From an optimization exercise on the open Yosys and OpenROAD flow, aimed at small area, a short achievable clock period and few clock cycles; shortcuts taken in it are not production practice. Function was checked by simulation only, so behaviour that the tests miss may differ from the original.

File: design/flow/config.mk
export PLATFORM = sky130hd
export DESIGN_NAME = geofence
export DESIGN_NICKNAME = geofence
export VERILOG_FILES = /design/flow/design.v
export SDC_FILE = /design/flow/constraint.sdc
export NUM_CORES = 4
export LEC_CHECK = 0
export CAP_MARGIN = 20
export CORE_MARGIN = 2
export CORE_UTILIZATION = 35
export GPL_ROUTABILITY_DRIVEN = 1
export PLACE_DENSITY = 0.5
export SLEW_MARGIN = 20
File: design/flow/constraint.sdc
create_clock -name core_clock -period 24.0 [get_ports {clk}]
set_input_delay 4.8000 -clock core_clock [delete_from_list [all_inputs] [get_ports {clk}]]
set_output_delay 4.8000 -clock core_clock [all_outputs]
set_load 0.01 [all_outputs]
File: design/flow/design.v
module geofence ( clk,reset,X,Y,R,valid,is_inside);
    input clk;
    input reset;
    input [9:0] X;
    input [9:0] Y;
    input [10:0] R;
    output valid;
    output is_inside;
    parameter S_GET = 0;
    parameter S_SORT = 1;
    parameter S_SORT2 = 10;
    parameter S_AREA = 2;
    parameter S_AREA2 = 11;
    parameter S_AREA3 = 12;
    parameter S_PREP = 3;
    parameter S_PREP2 = 4;
    parameter S_PREP3 = 5;
    parameter S_SQRT = 6;
    parameter S_SQRT2 = 7;
    parameter S_SQRT3 = 8;
    parameter S_OUT = 9;
    reg [3:0] state_r, state_w;
    reg [2:0] count_r, count_w;
    reg [9:0] X_data_r[0:5], X_data_w[0:5];
    reg [9:0] Y_data_r[0:5], Y_data_w[0:5];
    reg [10:0] R_data_r[0:5], R_data_w[0:5];
    reg [23:0] area_r, area_w;
    reg [10:0] sqrt0_r, sqrt0_w;
    reg [10:0] sqrt1_r, sqrt1_w;
    wire count_or_not;
    wire current_S_get;
    wire current_S_sort;
    wire current_S_sort2;
    wire current_S_area;
    wire current_S_area2;
    wire current_S_area3;
    wire current_S_prep;
    wire current_S_prep2;
    wire current_S_prep3;
    wire current_S_sqrt;
    wire current_S_sqrt2;
    wire current_S_sqrt3;
    wire current_S_out;
    reg exchange;
    reg [9:0] X0,X1,X2,Y0,Y1,Y2;
    reg [10:0] R1,R2;
    reg [11:0] inst_A_addsub_0, inst_B_addsub_0;
    reg [11:0] inst_A_addsub_1, inst_B_addsub_1;
    reg [11:0] inst_A_addsub_2, inst_B_addsub_2;
    reg [11:0] inst_A_addsub_3, inst_B_addsub_3;
    reg [23:0] inst_A_addsub_4, inst_B_addsub_4;
    wire [11:0] SUM_inst_addsub_0;
    wire [11:0] SUM_inst_addsub_1;
    wire [11:0] SUM_inst_addsub_2;
    wire [11:0] SUM_inst_addsub_3;
    wire [23:0] SUM_inst_addsub_4;
    reg [11:0] inst_A_mult_0, inst_B_mult_0;
    reg [11:0] inst_A_mult_1, inst_B_mult_1;
    wire [23:0] PRODUCT_inst_mult_0, PRODUCT_inst_mult_1;
    reg [19:0] radicand_0, radicand_1;
    wire [9:0] square_root_0, square_root_1;
    assign valid = current_S_out;
    assign is_inside = !area_r[23];
    assign current_S_get = state_r==S_GET;
    assign current_S_sort = state_r==S_SORT;
    assign current_S_sort2 = state_r==S_SORT2;
    assign current_S_area = state_r==S_AREA;
    assign current_S_area2 = state_r==S_AREA2;
    assign current_S_area3 = state_r==S_AREA3;
    assign current_S_prep = state_r==S_PREP;
    assign current_S_prep2 = state_r==S_PREP2;
    assign current_S_prep3 = state_r==S_PREP3;
    assign current_S_sqrt = state_r==S_SQRT;
    assign current_S_sqrt2 = state_r==S_SQRT2;
    assign current_S_sqrt3 = state_r==S_SQRT3;
    assign current_S_out = state_r==S_OUT;
    assign count_or_not = current_S_get || current_S_sort2 || current_S_area3 || current_S_sqrt3;
    wire [2:0] count_temp, count_temp2;
    assign count_temp = count_r + 3'd1;
    assign count_temp2 = count_r + 3'd2;
    reg  [23:0] SUM_inst4_pipeline_r;
    wire [23:0] SUM_inst4_pipeline_w;
    assign SUM_inst4_pipeline_w = SUM_inst_addsub_4;
    reg  [23:0] PRODUCT_mult_pipeline0_r;
    wire [23:0] PRODUCT_mult_pipeline0_w;
    assign PRODUCT_mult_pipeline0_w = PRODUCT_inst_mult_0;
    reg  [23:0] PRODUCT_mult_pipeline1_r;
    wire [23:0] PRODUCT_mult_pipeline1_w;
    assign PRODUCT_mult_pipeline1_w = PRODUCT_inst_mult_1;
    reg inst_ADD_SUB_0, inst_ADD_SUB_1, inst_ADD_SUB_2, inst_ADD_SUB_3, inst_ADD_SUB_4;
    wire CO_inst_0;
    wire inst_CI_1;
    assign inst_CI_1 = (current_S_area3) ? CO_inst_0 : 0;
    always@ (*) begin
        if((count_r==3'd4 && current_S_sort2 && (!exchange)) || (exchange && current_S_sort2)) begin
            count_w = 0;
        end
        else if ((current_S_area3 || current_S_sqrt3) && count_r==3'd5)begin
            count_w = 0;
        end
        else if(count_or_not) begin
            count_w = count_r + 1;
        end
        else begin
            count_w = count_r;
        end
    end
    always@ (*) begin
        case(state_r) 
            S_GET:  state_w = (count_r==3'd5) ? S_SORT : S_GET;
            S_SORT: state_w = S_SORT2;
            S_SORT2: state_w = (count_r==3'd4 && (!exchange)) ? S_AREA : S_SORT;
            S_AREA: state_w = S_AREA2;
            S_AREA2: state_w = S_AREA3;
            S_AREA3: state_w = (count_r==3'd5) ? S_PREP : S_AREA;
            S_PREP: state_w = S_PREP2;
            S_PREP2: state_w = S_PREP3;
            S_PREP3: state_w = S_SQRT;
            S_SQRT: state_w = S_SQRT2;
            S_SQRT2: state_w = S_SQRT3;
            S_SQRT3: state_w = (count_r==3'd5) ? S_OUT : S_PREP;
            S_OUT: state_w = S_GET;
            default: state_w = state_r;
        endcase
    end
    always@ (*) begin
        X0 = (count_r==3'd4) ? X_data_r[1] : X_data_r[0];
        Y0 = (count_r==3'd4) ? Y_data_r[1] : Y_data_r[0];
        X1 = (current_S_sort || current_S_sort2) ? X_data_r[count_temp] : X_data_r[count_r];
        Y1 = (current_S_sort || current_S_sort2) ? Y_data_r[count_temp] : Y_data_r[count_r];
        R1 =  R_data_r[count_r]; 
        X2 = ((current_S_sort || current_S_sort2)&&(count_r!=3'd4)) ? X_data_r[count_temp2] : (((current_S_sort || current_S_sort2)&&count_r==3'd4) || (count_r==3'd5)) ? X_data_r[0] : X_data_r[count_temp];
        Y2 = ((current_S_sort || current_S_sort2)&&(count_r!=3'd4)) ? Y_data_r[count_temp2] : (((current_S_sort || current_S_sort2)&&count_r==3'd4) || (count_r==3'd5)) ? Y_data_r[0] : Y_data_r[count_temp];
        R2 = (((current_S_sort || current_S_sort2)&&count_r==3'd4) || (count_r==3'd5)) ? R_data_r[0] : R_data_r[count_temp];
    end
    always@ (*) begin
        case(state_r)
            S_SORT: begin   
                inst_A_addsub_0 = {2'd0, X1};
                inst_B_addsub_0 = {2'd0, X0};
                inst_A_addsub_1 = {2'd0, Y1};
                inst_B_addsub_1 = {2'd0, Y0};
                inst_A_addsub_2 = {2'd0, X2};
                inst_B_addsub_2 = {2'd0, X0};
                inst_A_addsub_3 = {2'd0, Y2};
                inst_B_addsub_3 = {2'd0, Y0};
                inst_ADD_SUB_0 = 1;
                inst_ADD_SUB_1 = 1;
                inst_ADD_SUB_2 = 1;
                inst_ADD_SUB_3 = 1;
            end
            S_AREA3: begin   
                inst_A_addsub_0 = SUM_inst4_pipeline_r[0 +: 12];
                inst_B_addsub_0 = area_r[0 +: 12];
                inst_A_addsub_1 = SUM_inst4_pipeline_r[12 +: 12];
                inst_B_addsub_1 = area_r[12 +: 12];
                inst_A_addsub_2 = 0;
                inst_B_addsub_2 = 0;
                inst_A_addsub_3 = 0;
                inst_B_addsub_3 = 0;
                inst_ADD_SUB_0 = 0;
                inst_ADD_SUB_1 = 0;
                inst_ADD_SUB_2 = 0;
                inst_ADD_SUB_3 = 0;
            end
            S_PREP: begin
                inst_A_addsub_0 = {2'd0, X2};
                inst_B_addsub_0 = {2'd0, X1};
                inst_A_addsub_1 = {2'd0, Y2};
                inst_B_addsub_1 = {2'd0, Y1};
                inst_A_addsub_2 = 0;
                inst_B_addsub_2 = 0;
                inst_A_addsub_3 = 0;
                inst_B_addsub_3 = 0;
                inst_ADD_SUB_0 = 1;
                inst_ADD_SUB_1 = 1;
                inst_ADD_SUB_2 = 0;
                inst_ADD_SUB_3 = 0;
            end
            S_PREP3: begin
                inst_A_addsub_0 = 0;
                inst_B_addsub_0 = 0;
                inst_A_addsub_1 = 0;
                inst_B_addsub_1 = 0;
                inst_A_addsub_2 = {1'd0, sqrt1_r};
                inst_B_addsub_2 = {1'd0, R1};
                inst_A_addsub_3 = SUM_inst_addsub_2;
                inst_B_addsub_3 = {2'd0, R2};
                inst_ADD_SUB_0 = 1;
                inst_ADD_SUB_1 = 1;
                inst_ADD_SUB_2 = 0;
                inst_ADD_SUB_3 = 0;
            end
            S_SQRT: begin
                inst_A_addsub_0 = {1'd0, sqrt0_r};
                inst_B_addsub_0 = {1'd0, sqrt1_r};
                inst_A_addsub_1 = {1'd0, sqrt0_r};
                inst_B_addsub_1 = {1'd0, R1};
                inst_A_addsub_2 = {1'd0, sqrt0_r};
                inst_B_addsub_2 = {1'd0, R2};
                inst_A_addsub_3 = 0;
                inst_B_addsub_3 = 0;
                inst_ADD_SUB_0 = 1;
                inst_ADD_SUB_1 = 1;
                inst_ADD_SUB_2 = 1;
                inst_ADD_SUB_3 = 0;
            end
            default: begin
                inst_A_addsub_0 = 0;
                inst_B_addsub_0 = 0;
                inst_A_addsub_1 = 0;
                inst_B_addsub_1 = 0;
                inst_A_addsub_2 = 0;
                inst_B_addsub_2 = 0;
                inst_A_addsub_3 = 0;
                inst_B_addsub_3 = 0;
                inst_ADD_SUB_0 =  0;
                inst_ADD_SUB_1 =  0;
                inst_ADD_SUB_2 =  0;
                inst_ADD_SUB_3 =  0;
            end
        endcase
    end
    always@ (*) begin
        case(state_r)
            S_SORT: begin
                inst_A_mult_0 = SUM_inst_addsub_0;
                inst_B_mult_0 = SUM_inst_addsub_3;
                inst_A_mult_1 = SUM_inst_addsub_1;
                inst_B_mult_1 = SUM_inst_addsub_2;
            end
            S_AREA: begin
                inst_A_mult_0 = {2'd0, X1};
                inst_B_mult_0 = {2'd0, Y2};
                inst_A_mult_1 = {2'd0, X2};
                inst_B_mult_1 = {2'd0, Y1};
            end
            S_PREP: begin
                inst_A_mult_0 = SUM_inst_addsub_0;
                inst_B_mult_0 = SUM_inst_addsub_0;
                inst_A_mult_1 = SUM_inst_addsub_1;
                inst_B_mult_1 = SUM_inst_addsub_1;
            end
            S_SQRT: begin
                inst_A_mult_0 = {2'd0, sqrt0_r};
                inst_B_mult_0 = (SUM_inst_addsub_0[11]) ? (~SUM_inst_addsub_0+1) : SUM_inst_addsub_0;
                inst_A_mult_1 = (SUM_inst_addsub_1[11]) ? (~SUM_inst_addsub_1+1) : SUM_inst_addsub_1;
                inst_B_mult_1 = (SUM_inst_addsub_2[11]) ? (~SUM_inst_addsub_2+1) : SUM_inst_addsub_2;
            end
            S_SQRT3: begin
                inst_A_mult_0 = {1'd0, sqrt0_r};
                inst_B_mult_0 = {1'd0, sqrt1_r};
                inst_A_mult_1 = 0;
                inst_B_mult_1 = 0;
            end 
            default: begin
                inst_A_mult_0 = 0;
                inst_B_mult_0 = 0;
                inst_A_mult_1 = 0;
                inst_B_mult_1 = 0;
            end
        endcase
    end
    assign PRODUCT_inst_mult_0 = $signed(inst_A_mult_0) * $signed(inst_B_mult_0);
    assign PRODUCT_inst_mult_1 = $signed(inst_A_mult_1) * $signed(inst_B_mult_1);
    DW01_addsub_inst #(.width(12)) addsub0 (.inst_A(inst_A_addsub_0), .inst_B(inst_B_addsub_0), .inst_CI(1'd0), .inst_ADD_SUB(inst_ADD_SUB_0), .SUM_inst(SUM_inst_addsub_0), .CO_inst(CO_inst_0));
    DW01_addsub_inst #(.width(12)) addsub1 (.inst_A(inst_A_addsub_1), .inst_B(inst_B_addsub_1), .inst_CI(inst_CI_1), .inst_ADD_SUB(inst_ADD_SUB_1), .SUM_inst(SUM_inst_addsub_1), .CO_inst());
    DW01_addsub_inst #(.width(12)) addsub2 (.inst_A(inst_A_addsub_2), .inst_B(inst_B_addsub_2), .inst_CI(1'd0), .inst_ADD_SUB(inst_ADD_SUB_2), .SUM_inst(SUM_inst_addsub_2), .CO_inst());
    DW01_addsub_inst #(.width(12)) addsub3 (.inst_A(inst_A_addsub_3), .inst_B(inst_B_addsub_3), .inst_CI(1'd0), .inst_ADD_SUB(inst_ADD_SUB_3), .SUM_inst(SUM_inst_addsub_3), .CO_inst());
    DW01_addsub_inst #(.width(24)) addsub4 (.inst_A(inst_A_addsub_4), .inst_B(inst_B_addsub_4), .inst_CI(1'd0), .inst_ADD_SUB(inst_ADD_SUB_4), .SUM_inst(SUM_inst_addsub_4), .CO_inst());
    DW_sqrt_inst #(.radicand_width(20), .tc_mode(0)) sqrt0 (.radicand(radicand_0), .square_root(square_root_0));
    DW_sqrt_inst #(.radicand_width(20), .tc_mode(0)) sqrt1 (.radicand(radicand_1), .square_root(square_root_1));
    always@ (*) begin
        case(state_r)
            S_SORT2: begin
                inst_A_addsub_4 = PRODUCT_mult_pipeline0_r;
                inst_B_addsub_4 = PRODUCT_mult_pipeline1_r;
                inst_ADD_SUB_4 = 1;
            end
            S_AREA2: begin
                inst_A_addsub_4 = PRODUCT_mult_pipeline0_r;
                inst_B_addsub_4 = PRODUCT_mult_pipeline1_r;
                inst_ADD_SUB_4 = 1;
            end
            S_PREP: begin
                inst_A_addsub_4 = PRODUCT_inst_mult_0;
                inst_B_addsub_4 = PRODUCT_inst_mult_1;
                inst_ADD_SUB_4 = 0;
            end
            S_SQRT3: begin
                inst_A_addsub_4 = area_r;
                inst_B_addsub_4 = PRODUCT_inst_mult_0;
                inst_ADD_SUB_4 = 1;
            end
            default: begin
                inst_A_addsub_4 = 0;
                inst_B_addsub_4 = 0;
                inst_ADD_SUB_4 = 0;
            end 
        endcase
    end
    always@ (*) begin
        case(state_r) 
            S_PREP2: begin
                radicand_0 = SUM_inst4_pipeline_r[0 +: 20];
                radicand_1 = 0;
            end
            S_SQRT2: begin
                radicand_0 = PRODUCT_mult_pipeline0_r[0 +: 20];
                radicand_1 = PRODUCT_mult_pipeline1_r[0 +: 20];
            end
            default: begin
                radicand_0 = 0;
                radicand_1 = 0;
            end
        endcase
    end
    always@ (*) begin
        if(current_S_prep2) begin
            sqrt0_w = 0;
            sqrt1_w = {1'd0, square_root_0};
        end
        else if(current_S_prep3) begin
            sqrt0_w = SUM_inst_addsub_3[1 +: 11];
            sqrt1_w = sqrt1_r;
        end
        else if(current_S_sqrt2) begin
            sqrt0_w = {1'd0, square_root_0};
            sqrt1_w = {1'd0, square_root_1};
        end
        else begin
            sqrt0_w = sqrt0_r;
            sqrt1_w = sqrt1_r;
        end
    end
    always@ (*) begin
        if(current_S_get) begin
            area_w = 0;
        end
        else if(current_S_area3 && count_r!=3'd5) begin
            area_w = {SUM_inst_addsub_1, SUM_inst_addsub_0};
        end
        else if(current_S_area3 && count_r==3'd5) begin
            area_w = {SUM_inst_addsub_1, SUM_inst_addsub_0} >> 1;
        end
        else if(current_S_sqrt3) begin
            area_w = SUM_inst_addsub_4;
        end
        else begin
            area_w = area_r;
        end
    end
    always@ (*) begin
        exchange = SUM_inst_addsub_4[23] && current_S_sort2;
    end
    integer j;
    always@ (*) begin
        for(j=0; j<=5; j=j+1) begin
            X_data_w[j] = X_data_r[j];
            Y_data_w[j] = Y_data_r[j];
            R_data_w[j] = R_data_r[j];
        end
        if(current_S_get) begin
            X_data_w[0] = X_data_r[1];
            Y_data_w[0] = Y_data_r[1];
            R_data_w[0] = R_data_r[1];
            X_data_w[1] = X_data_r[2];
            Y_data_w[1] = Y_data_r[2];
            R_data_w[1] = R_data_r[2];
            X_data_w[2] = X_data_r[3];
            Y_data_w[2] = Y_data_r[3];
            R_data_w[2] = R_data_r[3];
            X_data_w[3] = X_data_r[4];
            Y_data_w[3] = Y_data_r[4];
            R_data_w[3] = R_data_r[4];
            X_data_w[4] = X_data_r[5];
            Y_data_w[4] = Y_data_r[5];
            R_data_w[4] = R_data_r[5];
            X_data_w[5] = X;
            Y_data_w[5] = Y;
            R_data_w[5] = R;
        end
        else if(exchange) begin
            if(count_r==3'd4) begin
                X_data_w[0] = X_data_r[5];
                X_data_w[5] = X_data_r[0];
                Y_data_w[0] = Y_data_r[5];
                Y_data_w[5] = Y_data_r[0];
                R_data_w[0] = R_data_r[5];
                R_data_w[5] = R_data_r[0];
            end
            else begin
                X_data_w[count_temp] = X2;
                X_data_w[count_temp2] = X1;
                Y_data_w[count_temp] = Y2;
                Y_data_w[count_temp2] = Y1;
                R_data_w[count_temp] = R_data_r[count_temp2];
                R_data_w[count_temp2] = R_data_r[count_temp];
            end
        end
    end
    integer i;
    always@ (posedge clk or posedge reset) begin
        if(reset) begin
            state_r <= 0;
            count_r <= 0;
            area_r <= 0;
            sqrt0_r <= 0;
            sqrt1_r <= 0;
            SUM_inst4_pipeline_r <= 0;
            PRODUCT_mult_pipeline0_r <= 0;
            PRODUCT_mult_pipeline1_r <= 0;
            for(i=0; i<=5; i=i+1) begin
                X_data_r[i] <= 0;
                Y_data_r[i] <= 0;
                R_data_r[i] <= 0;
            end
        end
        else begin
            state_r <= state_w;
            count_r <= count_w;
            area_r <= area_w;
            sqrt0_r <= sqrt0_w;
            sqrt1_r <= sqrt1_w;
            SUM_inst4_pipeline_r <= SUM_inst4_pipeline_w;
            PRODUCT_mult_pipeline0_r <= PRODUCT_mult_pipeline0_w;
            PRODUCT_mult_pipeline1_r <= PRODUCT_mult_pipeline1_w;
            for(i=0; i<=5; i=i+1) begin
                X_data_r[i] <= X_data_w[i];
                Y_data_r[i] <= Y_data_w[i];
                R_data_r[i] <= R_data_w[i];
            end
        end
    end
endmodule
module DW01_addsub_inst( inst_A, inst_B, inst_CI, inst_ADD_SUB, SUM_inst, CO_inst );
    parameter width = 8;
    input [width-1 : 0] inst_A;
    input [width-1 : 0] inst_B;
    input inst_CI;
    input inst_ADD_SUB;
    output [width-1 : 0] SUM_inst;
    output CO_inst;
    wire [width:0] add_r = {1'b0, inst_A} + {1'b0, inst_B} + {{width{1'b0}}, inst_CI};
    wire [width:0] sub_r = {1'b0, inst_A} - {1'b0, inst_B} - {{width{1'b0}}, inst_CI};
    assign {CO_inst, SUM_inst} = inst_ADD_SUB ? sub_r : add_r;
endmodule
module DW_sqrt_inst (radicand, square_root);
    parameter radicand_width = 8;
    parameter tc_mode = 0;
    input [radicand_width-1 : 0] radicand;
    output [(radicand_width+1)/2-1 : 0] square_root;
    localparam RW = (radicand_width+1)/2;
    localparam PW = 2*RW;
    wire [PW-1:0] rad_p = {{(PW-radicand_width){1'b0}}, radicand};
    reg [RW+1:0] rem;
    reg [RW+1:0] trial;
    reg [RW-1:0] root;
    integer k;
    always @(*) begin
        rem = 0;
        root = 0;
        for (k = RW-1; k >= 0; k = k - 1) begin
            rem = {rem[RW-1:0], rad_p[2*k+1], rad_p[2*k]};
            trial = {root, 2'b01};
            if (rem >= trial) begin
                rem = rem - trial;
                root = {root[RW-2:0], 1'b1};
            end
            else begin
                root = {root[RW-2:0], 1'b0};
            end
        end
    end
    assign square_root = root;
endmodule
File: design/flow/run.sh
#!/bin/bash
# synth_recipe.tcl (not shown) runs the flow's synth.tcl, then flattens the netlist and writes it again
# the make line also repeats each setting of config.mk as NAME=value (left out here)
make -C /OpenROAD-flow-scripts/flow DESIGN_CONFIG=/design/flow/config.mk WORK_HOME=/design/flow/orfs CLKGATE_MAP_FILE= SYNTH_SCRIPT=/design/flow/synth_recipe.tcl finish
==> summary.txt <==
* Post-CTS Setup Repair Bufs at 0
* Io pins at 35
* HP Class: reg2reg
* Worst EP arrival at roughly 22 ns
* RSZ-0062 raised after global routing: no
* Final Max Slew Viols at 0
* H-tree levels at 2
* Worst EP required at between 20 and 25 ns
* Clk buf depth at 3
* Clock latency (worst-skew pair) at 0.62 ns
* CTS tree: yes
* Crit Path Class: reg2reg
* Nature of the critical path endpoint: flip-flop
* Final #Nets at 6347
* Post-synthesis simple-gate area fraction at 0.171
* Synth Area in Compound Gates at 0.262
* DIE AREA at about 130000 sq um
* Worst setup SP type: flip-flop
* Share of cells above drive strength 1 at 0.0970
* Synth Cell Area at ~46000 sq um
* Root Buffer: clkbuf_16
* Post-synthesis xor/xnor area fraction at 0.0493
* Clock transition at path regs at ~0.06 ns
* Count leader, synth: nand2_1
* Total clock sinks at 310
* Max Fanout on Critical Path at 25
* Final setup fails at 0
* Number of max-cap violations at 0
* Gr ovfl total at 0
* Slowest cell on the critical path: dfrtp_1
* Adder-cell area share of the yosys netlist at 0.213
* GRT met1 Usage at 0.406
* Largest net degree at the start of global routing at approximately 180
* Mean Syn Cell Area at between 7 and 8 sq um
* Seq cells post-synth at between 300 and 400
* Status: timing/DRC/antenna clean
* Vias in the first global route at roughly 44000
* Post-placement cell area at a little under 50000 sq um
* Vias at about 46000
* Post-synthesis async set-or-reset flop share at 1.00
* Max stage delay on crit path at around 0.86 ns
* Most common library cells after synthesis: nand2_1, inv_1, nor2_1, o21ai_0, a21oi_1
* Area Growth Syn to Fin at 8.75%
* Starting density of the core at 0.353
* M3 GR Usage at 0.0477
* Die width at approximately 370 um
* Final Hold Viols at 0
* Most used DFF post-synth: dfrtp_1
* Max Clk Rate at between 0.04 and 0.05 GHz
* Syn_nets at between 6000 and 7000
* Worst hold start: area_r[1]
* Synth top area share at 0.169
* Hold_ws at roughly 0.51 ns
* Gr busiest metal: met2
* Synth Warn # at 8
* Remaining DRCs at 0
* Crit path top cell by count: ha_1
* Synth cell types at between 100 and 150
* Buffers on Ports at 34
* Post-synth EDFFs at 0
* Top area cells in the synthesized netlist: dfrtp_1, fa_1, ha_1, nand2_1, o21ai_0
* Row count at 132
* Core Box Area at 130000 sq um
* Reg2reg start: state_r[3]
* Setup TNS Final at 0 ns
* Worst Setup SP: state_r[3]
* CP Buf/Inv Count at 7
* Register area share after synthesis at 0.169
* Top cell family by delay on the critical path: compound AO/OA/AOI/OAI gates
* Via density at a little over 6
* Post-cts sizing count at 0
* Synthesized instance count at approximately 5800
* Iteration-0 DRC Markers at 5763
* Number of buffers created by CTS at between 40 and 50
* Fin util at 0.384
* Mux contribution to synthesized area at 0.0601
* Die Y at around 370 um
* Final instance area at about 50000 sq um
* Total track usage at 0.283
* Largest family of logic cells by synthesized area: compound AO/OA/AOI/OAI gates
* Initial antenna violation count at 12
* First-pass GRT wire length at slightly below 300 mm
* Final GP Congestion at between 0.9 and 1
* Routed Antenna Nets at 0
* GR Util met2 at 0.425
* Period utilization at 0.909
* Slew headroom at 0.111
* Yosys top cell by area: dfrtp_1
* Total Routed Length at 194 mm
* Post-DP HPWL at around 140 mm
* Min Tclk post-route at between 20 and 25 ns
* Clk_skew at a little over 0.03 ns
* Hold-fix buffers, CTS at 0
* Avg WL per Cell at about 26 um
* 1st-pass router iterations at 9
* Worst-margin pin slew at 1.32 ns
==> worst reg2reg max path, delay by kind of cell (launching register included) <==
kind / cells / cell delay [ns]
flip-flops: 1 / 0.86
AO/OA/AOI/OAI: 39 / 8.22
AND/OR/NAND/NOR: 27 / 5.83
adder cells (fa/ha/maj): 9 / 2.91
multiplexers: 7 / 2.31
buffers and inverters: 7 / 1.57
==> path summary, 6_finish.rpt <==
check,slack (ns),cells after the start,endpoint
setup / recovery,2.18,89,sqrt1_r[0]
hold / removal,0.51,2,area_r[1]
setup reg to reg,2.18,89,sqrt1_r[0]
hold reg to reg,0.51,2,area_r[1]
max in group asynchronous,16.30,5,PRODUCT_mult_pipeline1_r[14]
min in group asynchronous,4.65,2,X_data_r[0][5]
==> layer usage <==
layer / vias to the layer above / share of wire
met1: 22608 / 0.44
li1: 20485 / -
met5: - / 0.00025
met3: 400 / 0.096
met2: 2337 / 0.43
met4: 8 / 0.039
==> through the flow <==
stage,worst slack (ns),cells
after floorplan,5.12,5817
after global placement,2.88,7402
after detailed placement,2.38,7402
after CTS,2.33,7474
after global routing,0.273,7477
final,2.18,7479
==> cells in the final DEF, fill, tap and decap left out, types with 46 or more instances in the layout <==
cell type | netlist | routed
nand2_1 | 737 | 732
inv_1 | 509 | 508
nor2_1 | 463 | 458
o21ai_0 | 415 | 412
a21oi_1 | 365 | 364
ha_1 | 323 | 318
dfrtp_1 | 310 | 308
fa_1 | 286 | 286
xnor2_1 | 176 | 176
buf_4 | 7 | 168
mux2_2 | 162 | 162
nand3_1 | 138 | 137
o211ai_1 | 100 | 100
a22oi_1 | 100 | 100
a222oi_1 | 81 | 81
a21o_1 | 80 | 80
xor2_1 | 80 | 80
o22ai_1 | 78 | 75
nor3_1 | 78 | 74
mux2i_1 | 72 | 72
nand2b_1 | 66 | 66
o21bai_1 | 53 | 53
and3_1 | 52 | 51
a221oi_1 | 48 | 48
a221o_1 | 46 | 46
==> state kept, by name (all words and copies together) (netlist names) <==
signal and count:
area_r 24, Y_data_r 60, sqrt1_r 10, R_data_r 66, count_r 3, sqrt0_r 11, PRODUCT_mult_pipeline0_r 24, state_r 4
X_data_r 60, PRODUCT_mult_pipeline1_r 24, SUM_inst4_pipeline_r 24
==> logic make-up (layout without fill, tap and decap cells) <==
logic type	Yosys count	in the layout
AO/OA/AOI/OAI	1769	1769
AND/OR/NAND/NOR	1743	1743
buffers and inverters	878	794
adder cells (fa/ha/maj)	609	609
flip-flops	310	310
XOR/XNOR	257	257
multiplexers	251	251
other	0	4
==> cell type report <==
| cell class | count | area, sq um |
|---|---|---|
| Antenna cell | 4 | 10.0 |
| Clock buffer | 56 | 1210 |
| Clock inverter | 16 | 196 |
| Fill cell | 13535 | 79900 |
| Inverter | 518 | 1950 |
| Multi-Input combinational cell | 4629 | 34900 |
| Sequential cell | 310 | 7760 |
| Tap cell | 1742 | 2180 |
| Timing Repair Buffer | 204 | 1630 |
Testbench counts, summed over its fixed seeds: cycles 157,200.

## separate check: timing with driven ports
In the flow no input, the clock included, has a driving cell. The finished layout below was timed again as built, in two steps.
Step 1 (the two cells are an assumption about what drives the block):
set clk [get_ports {clk}]
set_driving_cell -lib_cell sky130_fd_sc_hd__clkbuf_16 $clk
set_driving_cell -lib_cell sky130_fd_sc_hd__buf_2 [delete_from_list [all_inputs] $clk]
Step 2, shift: input delay + t, output delay - t, t = (earliest + latest rising clock arrival at the registers) / 2. This alone moves slack from input paths to output paths.
Slacks: no drivers / after step 1 / after step 2; pairs: no drivers / after step 1.
shift t [ns]: 0.671
slack for setup (ns): 2.183 / 2.183 / 2.183
latest minus earliest clock arrival (ns): 0.031 / 0.031
slew at the worst register clock pin (ns): 0.07 / 0.07
After both steps this run still meets setup and hold. For this run, drivers alone change the setup slack by 0.000 ns; drivers and shift together by 0.000 ns.
